What follows belongs to an exercise in optimizing a design on an open flow for small area, a short achievable clock period and few clock cycles per item; a production flow would make more cautious choices.
RTL that was checked went through simulation tests only; none was proved equivalent to the original.
Power is estimated from default activity; no workload was simulated.

==> module s_axi_control, before the edit <==
module s_axi_control
#(parameter
    C_S_AXI_ADDR_WIDTH = 6,
    C_S_AXI_DATA_WIDTH = 32
)(
    input  wire                          ACLK,
    input  wire                          ARESET,
    input  wire                          ACLK_EN,
    input  wire [C_S_AXI_ADDR_WIDTH-1:0] AWADDR,
    input  wire                          AWVALID,
    output wire                          AWREADY,
    input  wire [C_S_AXI_DATA_WIDTH-1:0] WDATA,
    input  wire [C_S_AXI_DATA_WIDTH/8-1:0] WSTRB,
    input  wire                          WVALID,
    output wire                          WREADY,
    output wire [1:0]                    BRESP,
    output wire                          BVALID,
    input  wire                          BREADY,
    input  wire [C_S_AXI_ADDR_WIDTH-1:0] ARADDR,
    input  wire                          ARVALID,
    output wire                          ARREADY,
    output wire [C_S_AXI_DATA_WIDTH-1:0] RDATA,
    output wire [1:0]                    RRESP,
    output wire                          RVALID,
    input  wire                          RREADY,
    output wire                          user_start,    
    input  wire                          user_done,     
    output wire                          user_busy,
    output wire [31:0]                   byte_len,
    output wire [31:0]                   src_addr,
    output wire [31:0]                   dst_addr
);
localparam
    ADDR_USER_CTRL       = 6'h10,
    ADDR_BYTE_LEN_DATA   = 6'h14,
    ADDR_SRC_DATA        = 6'h18,
    ADDR_DST_DATA        = 6'h1c;
reg         aw_held;                     
reg         bvalid;
reg  [3:0]  wsel;                        
wire        w_hs;
assign AWREADY = !aw_held & !bvalid;
assign WREADY  = aw_held;
assign BVALID  = bvalid;
assign BRESP   = 2'b00;
assign w_hs    = WVALID & aw_held;
always @(posedge ACLK) begin
    if (ARESET) begin
        aw_held <= 1'b0;
        bvalid  <= 1'b0;
        wsel    <= 4'd0;
    end else begin
        if (AWVALID & AWREADY) begin
            aw_held <= 1'b1;
            wsel    <= { AWADDR[5:0] == ADDR_DST_DATA,
                         AWADDR[5:0] == ADDR_SRC_DATA,
                         AWADDR[5:0] == ADDR_BYTE_LEN_DATA,
                         AWADDR[5:0] == ADDR_USER_CTRL };
        end
        if (w_hs) begin
            aw_held <= 1'b0;
            bvalid  <= 1'b1;
        end else if (BREADY) begin
            bvalid  <= 1'b0;
        end
    end
end
reg  [31:0] byte_len_reg;
reg  [31:0] src_addr_reg;
reg  [31:0] dst_addr_reg;
reg         start_f;
reg         done_f;
reg         idle_f;
always @(posedge ACLK) begin
    if (ARESET) begin
        byte_len_reg <= 32'd0;
        src_addr_reg <= 32'd0;
        dst_addr_reg <= 32'd0;
    end else begin
        for (int b = 0; b < 4; b++) begin
            if (w_hs & wsel[1] & WSTRB[b]) byte_len_reg[b*8 +: 8] <= WDATA[b*8 +: 8];
            if (w_hs & wsel[2] & WSTRB[b]) src_addr_reg[b*8 +: 8] <= WDATA[b*8 +: 8];
            if (w_hs & wsel[3] & WSTRB[b]) dst_addr_reg[b*8 +: 8] <= WDATA[b*8 +: 8];
        end
    end
end
assign user_start = w_hs & wsel[0] & WSTRB[0] & WDATA[0] & !start_f;
assign user_busy  = start_f;
assign byte_len   = byte_len_reg;
assign src_addr   = src_addr_reg;
assign dst_addr   = dst_addr_reg;
reg         rvalid;
reg  [31:0] rdata;
wire        ar_hs;
wire [5:0]  raddr;
wire        rd_ctrl;
assign ARREADY = !rvalid;
assign RVALID  = rvalid;
assign RDATA   = rdata;
assign RRESP   = 2'b00;
assign ar_hs   = ARVALID & !rvalid;
assign raddr   = ARADDR[5:0];
assign rd_ctrl = ar_hs & (raddr == ADDR_USER_CTRL);
wire   rd_len  = ar_hs & (raddr == ADDR_BYTE_LEN_DATA);
wire   rd_src  = ar_hs & (raddr == ADDR_SRC_DATA);
wire   rd_dst  = ar_hs & (raddr == ADDR_DST_DATA);
wire   rd_keep = !(rd_ctrl | rd_len | rd_src | rd_dst);
always @(posedge ACLK) begin
    if (ARESET) begin
        rvalid <= 1'b0;
        rdata  <= 32'd0;
    end else begin
        if (ar_hs)
            rvalid <= 1'b1;
        else if (RREADY)
            rvalid <= 1'b0;
        rdata <= ({32{rd_len}}  & byte_len_reg)
               | ({32{rd_src}}  & src_addr_reg)
               | ({32{rd_dst}}  & dst_addr_reg)
               | ({32{rd_keep}} & rdata)
               | ({32{rd_ctrl}} & {rdata[31:3], idle_f, done_f | user_done, start_f & !user_done});
    end
end
always @(posedge ACLK) begin
    if (ARESET) begin
        start_f <= 1'b0;
        done_f  <= 1'b0;
        idle_f  <= 1'b0;
    end else begin
        if (user_start)
            start_f <= 1'b1;
        else if (user_done)
            start_f <= 1'b0;
        done_f  <= (done_f | user_done) & !rd_ctrl;
        idle_f  <= !start_f;
    end
end
endmodule
==> flow/config.mk <==
export PLATFORM = sky130hd
export DESIGN_NAME = DMAC_TOP
export DESIGN_NICKNAME = DMAC_TOP
export VERILOG_FILES = /design/flow/design.v
export SDC_FILE = /design/flow/constraint.sdc
export NUM_CORES = 4
export LEC_CHECK = 0
export CAP_MARGIN = 20
export CORE_AREA = 2 2 288 288
export DIE_AREA = 0 0 290 290
export PLACE_DENSITY = 0.6
export SLEW_MARGIN = 20
==> flow/constraint.sdc <==
create_clock -name core_clock -period 10.0 [get_ports {ap_clk}]
set_input_delay 2.0000 -clock core_clock [delete_from_list [all_inputs] [get_ports {ap_clk}]]
set_output_delay 2.0000 -clock core_clock [all_outputs]
set_load 0.01 [all_outputs]
standard.sh (not shown) runs the stock make flow with config.mk's settings and CLKGATE_MAP_FILE= SYNTH_SCRIPT=/design/flow/synth_recipe.tcl, a recipe that flattens the netlist after the stock synthesis.
==> flow/flow/run.sh <==
#!/bin/bash
# The standard layout (standard.sh: unchanged synthesis, floorplan, power grid and
# routing), with these settings changed:
#  - the port buffers that global placement inserts are buf_1 cells, not the
#    slow delay-buffer cell buffer_ports picks by default;
#  - clock tree synthesis uses clkbuf_4/clkbuf_8 and adds no dummy loads;
#  - the constant outputs share one tie cell per value instead of one each;
#  - timing repair aims for 6.0 ns of setup slack instead of 0, so it sizes and
#    buffers paths down toward the 4 ns that the port delays leave.
# The clock, its period and the I/O constraints are the standard flow's, untouched.
set -euo pipefail
export BUFFER_PORTS_ARGS="-buffer_cell sky130_fd_sc_hd__buf_1"
export CTS_ARGS="-sink_clustering_enable -repair_clock_nets -dont_use_dummy_load -buf_list {sky130_fd_sc_hd__clkbuf_4 sky130_fd_sc_hd__clkbuf_8}"
export SETUP_SLACK_MARGIN=6.0
export SKIP_REPAIR_TIE_FANOUT=1
bash standard.sh finish > standard.log 2>&1
Testbench counts at the start, summed over its fixed seeds: cycles 9,168, beats 6,955.
Rerun with:
--- a/flow/design.v
+++ b/flow/design.v
@@ -102,4 +102,5 @@
 reg  [3:0]  wsel;                        
 wire        w_hs;
+wire [31:0] wmask;
 assign AWREADY = !aw_held & !bvalid;
 assign WREADY  = aw_held;
@@ -107,4 +108,5 @@
 assign BRESP   = 2'b00;
 assign w_hs    = WVALID & aw_held;
+assign wmask   = { {8{WSTRB[3]}}, {8{WSTRB[2]}}, {8{WSTRB[1]}}, {8{WSTRB[0]}} };
 always @(posedge ACLK) begin
     if (ARESET) begin
@@ -139,10 +141,8 @@
         src_addr_reg <= 32'd0;
         dst_addr_reg <= 32'd0;
-    end else begin
-        for (int b = 0; b < 4; b++) begin
-            if (w_hs & wsel[1] & WSTRB[b]) byte_len_reg[b*8 +: 8] <= WDATA[b*8 +: 8];
-            if (w_hs & wsel[2] & WSTRB[b]) src_addr_reg[b*8 +: 8] <= WDATA[b*8 +: 8];
-            if (w_hs & wsel[3] & WSTRB[b]) dst_addr_reg[b*8 +: 8] <= WDATA[b*8 +: 8];
-        end
+    end else if (w_hs) begin
+        if (wsel[1]) byte_len_reg <= (WDATA & wmask) | (byte_len_reg & ~wmask);
+        if (wsel[2]) src_addr_reg <= (WDATA & wmask) | (src_addr_reg & ~wmask);
+        if (wsel[3]) dst_addr_reg <= (WDATA & wmask) | (dst_addr_reg & ~wmask);
     end
 end
@@ -164,8 +164,4 @@
 assign raddr   = ARADDR[5:0];
 assign rd_ctrl = ar_hs & (raddr == ADDR_USER_CTRL);
-wire   rd_len  = ar_hs & (raddr == ADDR_BYTE_LEN_DATA);
-wire   rd_src  = ar_hs & (raddr == ADDR_SRC_DATA);
-wire   rd_dst  = ar_hs & (raddr == ADDR_DST_DATA);
-wire   rd_keep = !(rd_ctrl | rd_len | rd_src | rd_dst);
 always @(posedge ACLK) begin
     if (ARESET) begin
@@ -177,9 +173,13 @@
         else if (RREADY)
             rvalid <= 1'b0;
-        rdata <= ({32{rd_len}}  & byte_len_reg)
-               | ({32{rd_src}}  & src_addr_reg)
-               | ({32{rd_dst}}  & dst_addr_reg)
-               | ({32{rd_keep}} & rdata)
-               | ({32{rd_ctrl}} & {rdata[31:3], idle_f, done_f | user_done, start_f & !user_done});
+        if (ar_hs) begin
+            case (raddr)
+                ADDR_USER_CTRL:     rdata[2:0] <= { idle_f, done_f | user_done, start_f & !user_done };
+                ADDR_BYTE_LEN_DATA: rdata      <= byte_len_reg;
+                ADDR_SRC_DATA:      rdata      <= src_addr_reg;
+                ADDR_DST_DATA:      rdata      <= dst_addr_reg;
+                default: ;
+            endcase
+        end
     end
 end
Outcome: Setup slack improves by 0.031 ns. Non-clock buffer count falls by 9. Synthesized area rises by a few percent. Register-to-register slack degrades by 0.14 ns. Clock power stays flat. Clock-buffer cell count does not change. Wire length rises by a few percent. Sequential cell count is unchanged. Total power rises slightly. Combinational power rises by roughly a tenth. Final area rises slightly. Global-route usage rises by 0.47 points. Worst hold slack degrades by 0.0032 ns.
Function not checked in the second run of this note: the RTL went through the layout flow alone.

========
DMAC_TOP, a different RTL version from the one above (not shown whole).
Size: roughly 1,500 cells after synthesis, about 190 flip-flops, about 810 I/O pins.
Design DMAC_TOP, start of the top module:
module DMAC_TOP #(
  parameter integer C_S_AXI_CONTROL_ADDR_WIDTH = 12 ,
  parameter integer C_S_AXI_CONTROL_DATA_WIDTH = 32
)(
    input  wire                                    ap_clk,
    input  wire                                    ap_rstn,
    input  wire                                    s_axi_control_awvalid,
    output wire                                    s_axi_control_awready,
    input  wire [C_S_AXI_CONTROL_ADDR_WIDTH-1:0]   s_axi_control_awaddr ,
    input  wire                                    s_axi_control_wvalid ,
    output wire                                    s_axi_control_wready ,
    input  wire [C_S_AXI_CONTROL_DATA_WIDTH-1:0]   s_axi_control_wdata  ,
    input  wire [C_S_AXI_CONTROL_DATA_WIDTH/8-1:0] s_axi_control_wstrb  ,
    input  wire                                    s_axi_control_arvalid,
    output wire                                    s_axi_control_arready,
    input  wire [C_S_AXI_CONTROL_ADDR_WIDTH-1:0]   s_axi_control_araddr ,
    output wire                                    s_axi_control_rvalid ,
    input  wire                                    s_axi_control_rready ,
    output wire [C_S_AXI_CONTROL_DATA_WIDTH-1:0]   s_axi_control_rdata  ,
    output wire [2-1:0]                            s_axi_control_rresp  ,
    output wire                                    s_axi_control_bvalid ,
    input  wire                                    s_axi_control_bready ,
    output wire [2-1:0]                            s_axi_control_bresp  ,
    output  wire    [3:0]       m_axi_awid,
    output  wire    [31:0]      m_axi_awaddr,
    output  wire    [7:0]       m_axi_awlen,
    output  wire    [2:0]       m_axi_awsize,
    output  wire    [1:0]       m_axi_awburst,
    output  wire                m_axi_awvalid,
    input   wire                m_axi_awready,
    output  wire                m_axi_awlock,
    output  wire    [3:0]       m_axi_awcache,
    output  wire    [2:0]       m_axi_awprot,
    output  wire    [3:0]       m_axi_awqos,
    output  wire    [3:0]       m_axi_awregion,
    output  wire    [255:0]      m_axi_wdata,
    output  wire    [31:0]       m_axi_wstrb,
    output  wire                m_axi_wlast,
    output  wire                m_axi_wvalid,
    input   wire                m_axi_wready,
    input   wire    [3:0]       m_axi_bid,
    input   wire    [1:0]       m_axi_bresp,
    input   wire                m_axi_bvalid,
    output  wire                m_axi_bready,
    output  wire    [3:0]       m_axi_arid,
    output  wire    [31:0]      m_axi_araddr,
    output  wire    [7:0]       m_axi_arlen,
    output  wire    [2:0]       m_axi_arsize,
    output  wire    [1:0]       m_axi_arburst,
    output  wire                m_axi_arvalid,
    input   wire                m_axi_arready,
    output  wire                m_axi_arlock,
    output  wire    [3:0]       m_axi_arcache,
    output  wire    [2:0]       m_axi_arprot,
    output  wire    [3:0]       m_axi_arqos,
    output  wire    [3:0]       m_axi_arregion,
    input   wire    [3:0]       m_axi_rid,
    input   wire    [255:0]      m_axi_rdata,
    input   wire    [1:0]       m_axi_rresp,
    input   wire                m_axi_rlast,
    input   wire                m_axi_rvalid,
    output  wire                m_axi_rready
);
==> module DMAC_ENGINE, before the edit <==
module DMAC_ENGINE
(
    input   wire                clk,
    input   wire                rst_n,   
    input   wire    [31:0]      src_addr_i,
    input   wire    [31:0]      dst_addr_i,
    input   wire    [31:0]      byte_len_i,
    input   wire                start_i,     
    output  wire                done_o,      
    output  wire    [31:0]      awaddr_o,
    output  wire    [7:0]       awlen_o,
    output  wire                awvalid_o,
    input   wire                awready_i,
    output  wire    [255:0]     wdata_o,
    output  wire                wlast_o,
    output  wire                wvalid_o,
    input   wire                wready_i,
    input   wire                bvalid_i,
    output  wire    [31:0]      araddr_o,
    output  wire    [7:0]       arlen_o,
    output  wire                arvalid_o,
    input   wire                arready_i,
    input   wire    [255:0]     rdata_i,
    input   wire                rlast_i,
    input   wire                rvalid_i,
    output  wire                rready_o
);
    reg                 s_ar,        
                        s_aw,        
                        s_nx,        
                        s_wb;        
    reg     [18:0]      bcnt;        
    reg     [18:0]      hi;          
    reg                 last;        
    reg     [7:0]       len;         
    reg     [1:0]       wout;        
    wire    [18:0]      nfull   = byte_len_i[31:13];     
    wire    [7:0]       nlast   = byte_len_i[12:5];      
    wire                at_last = (bcnt == nfull);
    wire                ar_hs   = s_ar & arready_i;
    wire                aw_hs   = s_aw & awready_i;
    wire    [18:0]      hi_sum  = (s_ar ? dst_addr_i[31:13] : src_addr_i[31:13]) + bcnt;
    wire                fin     = (wout == 2'd0) | ((wout == 2'd1) & bvalid_i);
    wire                idle    = !(s_ar | s_aw | s_nx | s_wb);
    always @(posedge clk) begin
        if (!rst_n) begin
            s_ar    <= 1'b0;
            s_aw    <= 1'b0;
            s_nx    <= 1'b0;
            s_wb    <= 1'b0;
            bcnt    <= 19'd0;
            hi      <= 19'd0;
            last    <= 1'b0;
            len     <= 8'd0;
            wout    <= 2'd0;
        end else begin
            if (idle | ar_hs | s_nx)
                hi      <= hi_sum;
            if (idle | s_nx) begin
                last    <= at_last;
                len     <= at_last ? nlast - 8'd1 : 8'hFF;
            end
            if (start_i)
                s_ar    <= 1'b1;
            if (ar_hs) begin
                s_ar    <= 1'b0;
                s_aw    <= 1'b1;
            end
            if (aw_hs) begin
                s_aw    <= 1'b0;
                if (last) begin
                    s_wb    <= 1'b1;
                end else begin
                    s_nx    <= 1'b1;
                    bcnt    <= bcnt + 19'd1;
                end
            end
            if (s_nx) begin
                if (at_last & (nlast == 8'd0)) begin
                    s_nx    <= 1'b0;
                    s_wb    <= 1'b1;
                end else if (wout != 2'd3) begin
                    s_nx    <= 1'b0;
                    s_ar    <= 1'b1;
                end
            end
            if (s_wb & fin) begin
                s_wb    <= 1'b0;
                bcnt    <= 19'd0;
            end
            wout <= wout + {1'b0, aw_hs} - {1'b0, bvalid_i};
        end
    end
    assign done_o    = s_wb & fin;
    assign araddr_o  = { hi, src_addr_i[12:5], 5'd0 };
    assign awaddr_o  = { hi, dst_addr_i[12:5], 5'd0 };
    assign arlen_o   = len;
    assign awlen_o   = arlen_o;
    assign arvalid_o = s_ar;
    assign awvalid_o = s_aw;
    assign wdata_o   = rdata_i;
    assign wlast_o   = rlast_i;
    assign wvalid_o  = rvalid_i;
    assign rready_o  = wready_i;
endmodule
export LEC_CHECK = 0
export CAP_MARGIN = 20
export CORE_AREA = 2 2 288 288
export DIE_AREA = 0 0 290 290
export PLACE_DENSITY = 0.6
export SLEW_MARGIN = 20
create_clock -name core_clock -period 10.0 [get_ports {ap_clk}]
==> flow/flow/run.sh <==
#!/bin/bash
# The standard layout (standard.sh: unchanged synthesis, floorplan, power grid and
# routing), with these settings changed:
#  - the port buffers that global placement inserts are buf_1 cells, not the
#    slow delay-buffer cell buffer_ports picks by default;
#  - clock tree synthesis uses clkbuf_4/clkbuf_8 and adds no dummy loads;
#  - timing repair aims for 5.9 ns of setup slack instead of 0, so it sizes and
#    buffers paths down toward the 4 ns that the port delays leave.
# The clock, its period and the I/O constraints are the standard flow's, untouched.
set -euo pipefail
export BUFFER_PORTS_ARGS="-buffer_cell sky130_fd_sc_hd__buf_1"
export CTS_ARGS="-sink_clustering_enable -repair_clock_nets -dont_use_dummy_load -buf_list {sky130_fd_sc_hd__clkbuf_4 sky130_fd_sc_hd__clkbuf_8}"
export SETUP_SLACK_MARGIN=5.9
bash standard.sh finish > standard.log 2>&1
The first run passed the timing, design-rule and antenna checks.
Testbench counts at the start, summed over its fixed seeds: cycles 9,168, beats 6,955.
Edit:
--- a/flow/design.v
+++ b/flow/design.v
@@ -231,10 +231,8 @@
                         s_nx,        
                         s_wb;        
     reg     [18:0]      bcnt;        
     reg     [18:0]      hi;          
-    reg                 last;        
-    reg     [7:0]       len;         
     reg     [1:0]       wout;        
     wire    [18:0]      nfull   = byte_len_i[31:13];     
     wire    [7:0]       nlast   = byte_len_i[12:5];      
     wire                at_last = (bcnt == nfull);
@@ -250,27 +248,21 @@
             s_nx    <= 1'b0;
             s_wb    <= 1'b0;
             bcnt    <= 19'd0;
             hi      <= 19'd0;
-            last    <= 1'b0;
-            len     <= 8'd0;
             wout    <= 2'd0;
         end else begin
             if (idle | ar_hs | s_nx)
                 hi      <= hi_sum;
-            if (idle | s_nx) begin
-                last    <= at_last;
-                len     <= at_last ? nlast - 8'd1 : 8'hFF;
-            end
             if (start_i)
                 s_ar    <= 1'b1;
             if (ar_hs) begin
                 s_ar    <= 1'b0;
                 s_aw    <= 1'b1;
             end
             if (aw_hs) begin
                 s_aw    <= 1'b0;
-                if (last) begin
+                if (at_last) begin
                     s_wb    <= 1'b1;
                 end else begin
                     s_nx    <= 1'b1;
                     bcnt    <= bcnt + 19'd1;
@@ -294,9 +286,9 @@
     end
     assign done_o    = s_wb & fin;
     assign araddr_o  = { hi, src_addr_i[12:5], 5'd0 };
     assign awaddr_o  = { hi, dst_addr_i[12:5], 5'd0 };
-    assign arlen_o   = len;
+    assign arlen_o   = at_last ? nlast - 8'd1 : 8'hFF;
     assign awlen_o   = arlen_o;
     assign arvalid_o = s_ar;
     assign awvalid_o = s_aw;
     assign wdata_o   = rdata_i;
- routed wire length rises by 6.0%
- global-route usage rises by 0.50 points
- fmax falls by 7.0%
- clock-buffer cell count does not change
- setup slack degrades by 0.30 ns
- sequential power falls by 5.6%
- hold slack degrades by 0.0052 ns
- synthesized area falls by 3.1%
- via count rises by 4.4%
- sequential share of layout area falls by 0.90 points
- cell count rises by 1.2%
- first-iteration DRC count rises by 46%
- clock skew rises by 0.032 ns
- synthesized cell count rises by 1.1%
Function not checked in the second run of this note: the RTL went through the layout flow alone.

afterwards: timing with drivers on the ports:
How much do the figures lean on ideal ports? The routed layouts below were timed once more, with nothing changed but the port constraints.
Step 1, drivers: a clkbuf_16 drives ap_clk and a buf_2 each remaining input, both assumed.
Step 2, shift: input delay + t, output delay - t, t = (earliest + latest rising clock arrival at the registers) / 2. This alone moves slack from input paths to output paths.
a / b / c = no drivers / after step 1 / after step 2; a / b = the first two.
| run | t, ns | setup slack, ns | worst slew at a driven data input, ns | cell pins on the clock port's net |
|---|---|---|---|---|
| the first run of note 1 | 0.556 | 5.966 / 5.851 / 5.673 | 0.21 | 1 |
| the second run of note 1 | 0.547 | 5.997 / 5.867 / 5.703 | 0.19 | 1 |
| the first run of note 2 | 0.578 | 5.998 / 5.886 / 5.529 | 0.16 | 1 |
| the second run of note 2 | 0.570 | 5.695 / 5.634 / 5.357 | 0.17 | 1 |
After both steps setup and hold are still met in every run listed. For the first run of note 2, which loses most, drivers alone change the setup slack by -0.112 ns; drivers and shift together by -0.469 ns.
